This design comes from an exercise in tuning for small area, a short achievable clock period and few clock cycles per item on the open sky130 flow, not from production work. The RTL was checked by simulation tests, not by an equivalence proof against the original design. Power and IR drop assume default switching activity.

### design/flow/design.v
module mul_unit #(
  parameter XLEN = 64
)(
  input  wire                clk,
  input  wire                reset_n,
  input  wire                start,         
  input  wire  [1:0]         mul_op,        
  input  wire                is_word_op,    
  input  wire  [XLEN-1:0]    operand_a,     
  input  wire  [XLEN-1:0]    operand_b,     
  output reg   [XLEN-1:0]    result,        
  output wire                busy,          
  output reg                 ready          
);
  localparam MUL    = 2'b00;   
  localparam MULH   = 2'b01;   
  localparam MULHSU = 2'b10;   
  localparam MULHU  = 2'b11;   
  localparam IDLE      = 2'b00;
  localparam COMPUTE   = 2'b01;
  localparam DONE      = 2'b10;
  reg [1:0] state, state_next;
  wire [6:0] op_width;
  assign op_width = (XLEN == 64 && is_word_op) ? 7'd32 : XLEN[6:0];
  wire op_a_signed, op_b_signed;
  assign op_a_signed = (mul_op == MULH) || (mul_op == MULHSU);
  assign op_b_signed = (mul_op == MULH);
  wire [XLEN-1:0] abs_a, abs_b;
  wire sign_a, sign_b;
  generate
    if (XLEN == 64) begin : gen_sign_64
      assign sign_a = is_word_op ? operand_a[31] : operand_a[XLEN-1];
      assign sign_b = is_word_op ? operand_b[31] : operand_b[XLEN-1];
    end else begin : gen_sign_32
      assign sign_a = operand_a[XLEN-1];
      assign sign_b = operand_b[XLEN-1];
    end
  endgenerate
  wire negate_a = op_a_signed && sign_a;
  wire negate_b = op_b_signed && sign_b;
  wire [XLEN-1:0] masked_a, masked_b;
  generate
    if (XLEN == 64) begin : gen_mask_64
      assign masked_a = is_word_op ? {{32{operand_a[31]}}, operand_a[31:0]} : operand_a;
      assign masked_b = is_word_op ? {{32{operand_b[31]}}, operand_b[31:0]} : operand_b;
    end else begin : gen_mask_32
      assign masked_a = operand_a;
      assign masked_b = operand_b;
    end
  endgenerate
  assign abs_a = negate_a ? (~masked_a + 1'b1) : masked_a;
  assign abs_b = negate_b ? (~masked_b + 1'b1) : masked_b;
  reg [2*XLEN-1:0] product;
  reg [2*XLEN-1:0] multiplicand;
  reg [XLEN-1:0]   multiplier;
  reg [6:0] cycle_count;
  reg result_negative;
  reg [1:0] op_reg;
  reg       word_op_reg;
  reg [XLEN-1:0] extracted_result;
  always @(posedge clk or negedge reset_n) begin
    if (!reset_n) begin
      state <= IDLE;
    end else begin
      state <= state_next;
    end
  end
  always @(*) begin
    state_next = state;
    case (state)
      IDLE: begin
        if (start) state_next = COMPUTE;
      end
      COMPUTE: begin
        if (cycle_count >= op_width) state_next = DONE;
      end
      DONE: begin
        state_next = IDLE;
      end
      default: state_next = IDLE;
    endcase
  end
  always @(posedge clk or negedge reset_n) begin
    if (!reset_n) begin
      product         <= {(2*XLEN){1'b0}};
      multiplicand    <= {(2*XLEN){1'b0}};
      multiplier      <= {XLEN{1'b0}};
      cycle_count     <= 7'd0;
      ready           <= 1'b0;
      result          <= {XLEN{1'b0}};
      result_negative <= 1'b0;
      op_reg          <= 2'b00;
      word_op_reg     <= 1'b0;
    end else begin
      case (state)
        IDLE: begin
          ready <= 1'b0;
          if (start) begin
            product         <= {(2*XLEN){1'b0}};
            multiplicand    <= {{XLEN{1'b0}}, abs_a};
            multiplier      <= abs_b;
            cycle_count     <= 7'd0;
            result_negative <= negate_a ^ negate_b;   
            op_reg          <= mul_op;
            word_op_reg     <= is_word_op;
          end
        end
        COMPUTE: begin
          if (multiplier[0]) begin
            product <= product + multiplicand;
          end
          multiplicand <= multiplicand << 1;
          multiplier   <= multiplier >> 1;
          cycle_count  <= cycle_count + 1;
        end
        DONE: begin
          ready <= 1'b1;
          case (op_reg)
            MUL: begin
              if (result_negative) begin
                extracted_result = ~product[XLEN-1:0] + 1'b1;
              end else begin
                extracted_result = product[XLEN-1:0];
              end
            end
            MULH, MULHSU, MULHU: begin
              if (result_negative && op_reg != MULHU) begin
                reg [2*XLEN-1:0] neg_product;
                neg_product = ~product + 1'b1;
                extracted_result = neg_product[2*XLEN-1:XLEN];
              end else begin
                extracted_result = product[2*XLEN-1:XLEN];
              end
            end
            default: extracted_result = product[XLEN-1:0];
          endcase
          if (XLEN == 64 && word_op_reg) begin
            result <= {{32{extracted_result[31]}}, extracted_result[31:0]};
          end else begin
            result <= extracted_result;
          end
        end
        default: begin
          ready <= 1'b0;
        end
      endcase
    end
  end
  assign busy = (state != IDLE);
endmodule
module div_unit #(
  parameter XLEN = 64
)(
  input  wire                clk,
  input  wire                reset_n,
  input  wire                start,         
  input  wire  [1:0]         div_op,        
  input  wire                is_word_op,    
  input  wire  [XLEN-1:0]    dividend,      
  input  wire  [XLEN-1:0]    divisor,       
  output reg   [XLEN-1:0]    result,        
  output wire                busy,          
  output reg                 ready          
);
  localparam DIV  = 2'b00;   
  localparam DIVU = 2'b01;   
  localparam REM  = 2'b10;   
  localparam REMU = 2'b11;   
  wire is_signed_op;
  assign is_signed_op = (div_op == DIV) || (div_op == REM);
  wire sign_dividend, sign_divisor;
  generate
    if (XLEN == 64) begin : gen_sign_64
      assign sign_dividend = is_word_op ? dividend[31] : dividend[XLEN-1];
      assign sign_divisor  = is_word_op ? divisor[31] : divisor[XLEN-1];
    end else begin : gen_sign_32
      assign sign_dividend = dividend[XLEN-1];
      assign sign_divisor  = divisor[XLEN-1];
    end
  endgenerate
  wire negate_dividend = is_signed_op && sign_dividend;
  wire negate_divisor  = is_signed_op && sign_divisor;
  wire [XLEN-1:0] masked_dividend, masked_divisor;
  generate
    if (XLEN == 64) begin : gen_mask_64
      assign masked_dividend = is_word_op ?
                              (is_signed_op ? {{32{dividend[31]}}, dividend[31:0]} : {{32{1'b0}}, dividend[31:0]}) :
                              dividend;
      assign masked_divisor  = is_word_op ?
                              (is_signed_op ? {{32{divisor[31]}}, divisor[31:0]} : {{32{1'b0}}, divisor[31:0]}) :
                              divisor;
    end else begin : gen_mask_32
      assign masked_dividend = dividend;
      assign masked_divisor  = divisor;
    end
  endgenerate
  wire [XLEN-1:0] abs_dividend = negate_dividend ? (~masked_dividend + 1'b1) : masked_dividend;
  wire [XLEN-1:0] abs_divisor  = negate_divisor  ? (~masked_divisor + 1'b1)  : masked_divisor;
  reg [XLEN-1:0]     dividend_reg;    
  reg [2*XLEN-2:0]   divisor_reg;     
  reg [XLEN-1:0]     quotient;
  reg [XLEN-1:0]     quotient_msk;    
  reg [1:0] op_reg;
  reg       word_op_reg;
  reg       outsign;                
  reg       running;
  reg [XLEN-1:0] extracted_result;
  assign busy = running;
  always @(posedge clk or negedge reset_n) begin
    if (!reset_n) begin
      dividend_reg  <= {XLEN{1'b0}};
      divisor_reg   <= {(2*XLEN-1){1'b0}};
      quotient      <= {XLEN{1'b0}};
      quotient_msk  <= {XLEN{1'b0}};
      ready         <= 1'b0;
      result        <= {XLEN{1'b0}};
      op_reg        <= 2'b00;
      word_op_reg   <= 1'b0;
      outsign       <= 1'b0;
      running       <= 1'b0;
    end else begin
      ready <= 1'b0;
      if (start && !running) begin
        running      <= 1'b1;
        op_reg       <= div_op;
        word_op_reg  <= is_word_op;
        dividend_reg <= abs_dividend;
        divisor_reg  <= abs_divisor << (XLEN - 1);   
        quotient     <= {XLEN{1'b0}};
        quotient_msk <= {1'b1, {(XLEN-1){1'b0}}};   
        if (div_op == DIV)
          outsign <= (sign_dividend != sign_divisor) && (masked_divisor != {XLEN{1'b0}});
        else if (div_op == REM)
          outsign <= sign_dividend;
        else
          outsign <= 1'b0;   
      end
      else if (quotient_msk != {XLEN{1'b0}} && running) begin
        if (divisor_reg <= dividend_reg) begin
          dividend_reg <= dividend_reg - divisor_reg[XLEN-1:0];
          quotient     <= quotient | quotient_msk;
        end else begin
        end
        divisor_reg  <= divisor_reg >> 1;
        quotient_msk <= quotient_msk >> 1;
      end
      else if (quotient_msk == {XLEN{1'b0}} && running) begin
        running <= 1'b0;
        ready   <= 1'b1;
        case (op_reg)
          DIV, DIVU: begin
            extracted_result = outsign ? (~quotient + 1'b1) : quotient;
          end
          REM, REMU: begin
            extracted_result = outsign ? (~dividend_reg + 1'b1) : dividend_reg;
          end
        endcase
        if (XLEN == 64 && word_op_reg) begin
          result <= {{32{extracted_result[31]}}, extracted_result[31:0]};
        end else begin
          result <= extracted_result;
        end
      end
    end
  end
endmodule
module mul_div_unit #(
  parameter XLEN = 64
)(
  input  wire                clk,
  input  wire                reset_n,
  input  wire                start,         
  input  wire  [3:0]         operation,     
  input  wire                is_word_op,    
  input  wire  [XLEN-1:0]    operand_a,
  input  wire  [XLEN-1:0]    operand_b,
  output wire  [XLEN-1:0]    result,
  output wire                busy,          
  output wire                ready          
);
  localparam OP_MUL    = 4'b0000;   
  localparam OP_MULH   = 4'b0001;   
  localparam OP_MULHSU = 4'b0010;   
  localparam OP_MULHU  = 4'b0011;   
  localparam OP_DIV    = 4'b0100;   
  localparam OP_DIVU   = 4'b0101;   
  localparam OP_REM    = 4'b0110;   
  localparam OP_REMU   = 4'b0111;   
  reg [XLEN-1:0] operand_a_reg;
  reg [XLEN-1:0] operand_b_reg;
  reg [3:0]      operation_reg;
  reg            is_word_op_reg;
  reg start_delayed;
  wire is_mul = (operation_reg[3:2] == 2'b00);   
  wire is_div = (operation_reg[3:2] == 2'b01);   
  always @(posedge clk or negedge reset_n) begin
    if (!reset_n) begin
      operand_a_reg <= {XLEN{1'b0}};
      operand_b_reg <= {XLEN{1'b0}};
      operation_reg <= 4'b0000;
      is_word_op_reg <= 1'b0;
      start_delayed <= 1'b0;
    end else begin
      if (start && !busy) begin
        operand_a_reg <= operand_a;
        operand_b_reg <= operand_b;
        operation_reg <= operation;
        is_word_op_reg <= is_word_op;
        start_delayed <= 1'b1;
      end else begin
        start_delayed <= 1'b0;
      end
    end
  end
  wire start_to_units = start_delayed;
  wire [XLEN-1:0] operand_a_to_unit = operand_a_reg;
  wire [XLEN-1:0] operand_b_to_unit = operand_b_reg;
  wire        mul_start;
  wire [1:0]  mul_op;
  wire [XLEN-1:0] mul_result;
  wire        mul_busy;
  wire        mul_ready;
  assign mul_start = start_to_units && is_mul;
  assign mul_op    = operation_reg[1:0];
  mul_unit #(
    .XLEN(XLEN)
  ) mul_inst (
    .clk(clk),
    .reset_n(reset_n),
    .start(mul_start),
    .mul_op(mul_op),
    .is_word_op(is_word_op_reg),
    .operand_a(operand_a_to_unit),
    .operand_b(operand_b_to_unit),
    .result(mul_result),
    .busy(mul_busy),
    .ready(mul_ready)
  );
  wire        div_start;
  wire [1:0]  div_op;
  wire [XLEN-1:0] div_result;
  wire        div_busy;
  wire        div_ready;
  assign div_start = start_to_units && is_div;
  assign div_op    = operation_reg[1:0];
  div_unit #(
    .XLEN(XLEN)
  ) div_inst (
    .clk(clk),
    .reset_n(reset_n),
    .start(div_start),
    .div_op(div_op),
    .is_word_op(is_word_op_reg),
    .dividend(operand_a_to_unit),
    .divisor(operand_b_to_unit),
    .result(div_result),
    .busy(div_busy),
    .ready(div_ready)
  );
  assign result = is_mul ? mul_result : div_result;
  assign busy   = mul_busy || div_busy;
  assign ready  = mul_ready || div_ready;
endmodule
### design/flow/run.sh
#!/bin/bash
# synth_recipe.tcl (not shown) runs the flow's synth.tcl, then flattens the netlist and writes it again
# the make line also repeats each setting of config.mk as NAME=value (left out here)
make -C /OpenROAD-flow-scripts/flow DESIGN_CONFIG=/design/flow/config.mk WORK_HOME=/design/flow/orfs CLKGATE_MAP_FILE= SYNTH_SCRIPT=/design/flow/synth_recipe.tcl finish
### design/flow/config.mk
export PLATFORM = sky130hd
export DESIGN_NAME = mul_div_unit
export DESIGN_NICKNAME = mul_div_unit
export VERILOG_FILES = /design/flow/design.v
export SDC_FILE = /design/flow/constraint.sdc
export NUM_CORES = 4
export LEC_CHECK = 0
export CAP_MARGIN = 20
export CORE_MARGIN = 2
export CORE_UTILIZATION = 40
export SLEW_MARGIN = 20
### design/flow/constraint.sdc
create_clock -name core_clock -period 6.0 [get_ports {clk}]
set_input_delay 1.2000 -clock core_clock [delete_from_list [all_inputs] [get_ports {clk}]]
set_output_delay 1.2000 -clock core_clock [all_outputs]
set_load 0.01 [all_outputs]
==> results.txt <==
## layout by cell type, fill, tap and decap left out, types with 127 or more instances in the layout
cell	Yosys	routed
clkdlybuf4s50_1	0	200
a21oi_1	735	734
nand2_1	1207	1205
xor2_1	281	281
dfrtp_1	920	916
a22oi_1	127	127
o21ai_0	883	881
nor2_1	567	560
mux2_2	190	190
nor3_1	136	135
xnor2_1	346	346
ha_1	266	266
a21o_1	168	168
inv_1	227	226
## worst max path at each step
stage / start / endpoint / cells after the start
finish: operand_a_reg[0] / mul_inst.multiplicand[62] / 13
global placement: operand_a_reg[0] / mul_inst.multiplicand[62] / 13
global route: operand_a_reg[0] / mul_inst.multiplicand[62] / 13
floorplan: mul_inst.product[15] / mul_inst.result[32] / 14
CTS: operand_a_reg[0] / mul_inst.multiplicand[62] / 13
detailed placement: operand_a_reg[0] / mul_inst.multiplicand[62] / 13
## cell usage after synthesis, types with 32 or more instances
library cell	instances	area (um2)
a211oi_1	46	345.3
a21o_1	168	1261
a21oi_1	735	3679
a22oi_1	127	953.4
a31oi_1	107	669.4
and3_1	45	281.5
clkbuf_1	475	1783
dfrtp_1	920	23020
ha_1	266	3328
inv_1	227	852.1
mux2_2	190	2140
mux2i_1	42	420.4
nand2_1	1207	4531
nand2b_1	32	200.2
nand3_1	106	530.5
nand4_1	107	669.4
nor2_1	567	2128
nor2b_1	38	237.7
nor3_1	136	680.7
nor4_1	91	569.3
o21a_1	42	315.3
o21ai_0	883	4419
o21bai_1	47	352.8
o31ai_1	88	660.6
o41ai_1	37	324.1
or3_1	84	525.5
or4_1	36	270.3
xnor2_1	346	3030
xor2_1	281	2461
## power breakdown
group          internal (W)  switching, W  leakage [nW]
logic               0.00748        0.0139          16.5
registers           0.00810       0.00281          11.9
clock network       0.00468       0.00306          2.06
## logic make-up after synthesis
kind of cell / share of synthesized area (%)
AOI/OAI and AO/OA: 22.94
xor gates and xnor gates: 8.666
adders and majority gates: 5.315
buffers and inverters: 4.434
DFF: 36.33
muxes: 4.182
and+or+nand+nor: 18.13
## cell type report
class	count	area [um2]	share of cell area, %
repair buffers	319	3065	4.289
flip-flops and latches	920	23030	32.23
diodes	4	10.01	0.01401
inverters	229	859.6	1.203
clock buffers	146	3168	4.433
well taps	2072	2592	3.628
clock inverters	62	1028	1.439
multi-input cells	6163	37710	52.76
## metal layers
layer | up-vias | GRT usage, %
met2 | 2415 | 45.67
met1 | 29180 | 40.53
met3 | 461 | 5.739
met5 | - | 0
li1 | 27510 | -
met4 | 10 | 12.50
## stage by stage
step	area (um2)	worst slack (ns)	util (%)	instances	hold slack [ns]
after floorplan	63370	2.378	-	7828	0.4348
after global placement	67230	0.9611	42.60	9702	0.4503
after detailed placement	67250	1.083	42.61	9703	0.4564
after CTS	71450	1.054	45.27	9911	0.4705
after global routing	71460	0.7820	45.28	9912	0.4955
final	71470	0.9473	45.28	9915	0.4697
## critical path, stage by stage (launching register included)
cell and delay (ns):
dfrtp_1 0.38, inv_1 0.17, ha_1 0.21, or3b_1 0.41, nor3_2 0.43, nand2_1 0.18
or3_1 0.42, or4_1 0.56, nor4_2 0.61, o211ai_1 0.42, nor3_2 0.47, a21oi_1 0.14
xor2_1 0.39, o21ai_0 0.13
==> impl_metrics.csv <==
group,metric,value,unit
die,ioPinCount,202,
worst_setup_path,rr_worst_depth,13,
clock_tree,cts_root_buffer,"clkbuf_16",
clock_tree,numCtsBuffers,110,
power,peakVddDrop,0.3107,mV
routing,drt_pre_antenna_iters,6,
layout,fillers,15760,
clock_tree,cts_repair_resize_count,0,
routing,wl_met2,109.0,mm
sta,report.final.slew_viol_count,0,
sta,rsz0062_at_grt,"no",
clock_tree,ctsHoldBuffers,0,
power,total_power,0.04007,W
routing,wirelength,245.3,mm
layout,syn2layout_area_growth,12.77,%
routing,drtIter0Drc,6079,
layout,layout.nets,8147,
yosys,syn_area,0.06337,mm2
placement,port_buffers,201,
worst_setup_path,critPathMaxFanout,6,
worst_setup_path,required,6.64,ns
routing,wl_met3,19.42,mm
worst_setup_path,r2r_end,"mul_inst.multiplicand[62]",
die,die-height,402.0,um
die,num_rows,146,
routing,top_layer_used,"met5",
power,powerDensity,560.7,mW/mm2
placement,hpwl,185.2,mm
sta,final.period_utilization,84.21,%
placement,gp_routability_congestion,0.9884,
worst_hold_path,min_from,"div_inst.result[42]",
yosys,synth_cell_types,92,
sta,fin_crit,5.053,ns
worst_hold_path,holdPathStages,2,
sta,setup_viol,0,
sta,finalSetupTns,0,ns
yosys,syn_nets,8232,
layout,drive_above_1_share,7.616,%
routing,routedWlPerCell,24.74,um
worst_hold_path,hold_class,"register to register",
worst_setup_path,r2r_slack,0.95,ns
die,die_area,0.1616,mm2
routing,drc,0,
die,start_util,40.15,%
global_routing,grt_antenna_before_repair,13,
worst_setup_path,end_kind,"register",
global_routing,grt_pass1_vias,56270,
global_routing,grt_overflow_total,0,
clock_tree,cts_tree,"yes",
sta,maxSlewHeadroom,20.32,%
global_routing,grt_max_degree,200,
sta,clock_skew,0.02601,ns
worst_hold_path,hold_end,"div_inst.result[42]",
worst_setup_path,start_kind,"register",
global_routing,grt_pass1_wl,366.9,mm
routing,wl_met1,105.3,mm
global_routing,track_usage,29.63,%
clock_tree,htree_levels,3,
sta,max_freq,197.9,MHz
outcome,status,"timing/DRC/antenna clean",
clock_tree,clkTransAtPathRegs,0.06,ns
routing,vias_per_cell,6.008,
yosys,ys_async_sr_fraction,100.0,%
sta,tightest_slew,1.187,ns
routing,ant_nets,0,
die,die_x,402.0,um
yosys,seq_area_frac_synth,36.33,%
yosys,synth_area_per_cell,8.096,um2
worst_setup_path,arrival,5.69,ns
power,leakage,30.50,nW
sta,hold_violations,0,
die,fp.coreArea,0.1578,mm2
clock_tree,clkSinkCount,920,
clock_tree,insertion_delay,0.78,ns
run,max-cap-violations,0,
clock_tree,max-clock-path-buffers,3,
worst_setup_path,worstSetupPathType,"register to register",
clock_tree,post_cts_buffers,0,
yosys,syn_inst,7828,
yosys,ys_seq_elements,920,
routing,vias,59570,
worst_setup_path,reg2reg_from,"operand_a_reg[0]",
yosys,ys.flop_type,"dfrtp_1",
yosys,yosysWarnings,3,
yosys,synth_edf_count,0,
Testbench counts, summed over its fixed seeds: cycles 204,900, ops 3,200.

[afterwards: timing with drivers on the ports]
In the flow no input, the clock included, has a driving cell. The finished layout below was timed again as built, in two steps.
Step 1 assumes that a clkbuf_16 drives the clock port and a buf_2 every other input.
Step 2, shift: input delay + t, output delay - t, t = (earliest + latest rising clock arrival at the registers) / 2. This alone moves slack from input paths to output paths.
a / b / c = no drivers / after step 1 / after step 2; a / b = the first two.
t, ns: 0.856
setup WS [ns]: 0.947 / 0.947 / 0.947
hold slack, ns: 0.470 / 0.461 / 0.470
worst setup path at the end: register to register
latest minus earliest clock arrival (ns): 0.026 / 0.026
After both steps setup and hold are still met in this run. The setup slack of this run moves by 0.000 ns with the drivers and by 0.000 ns with both steps.
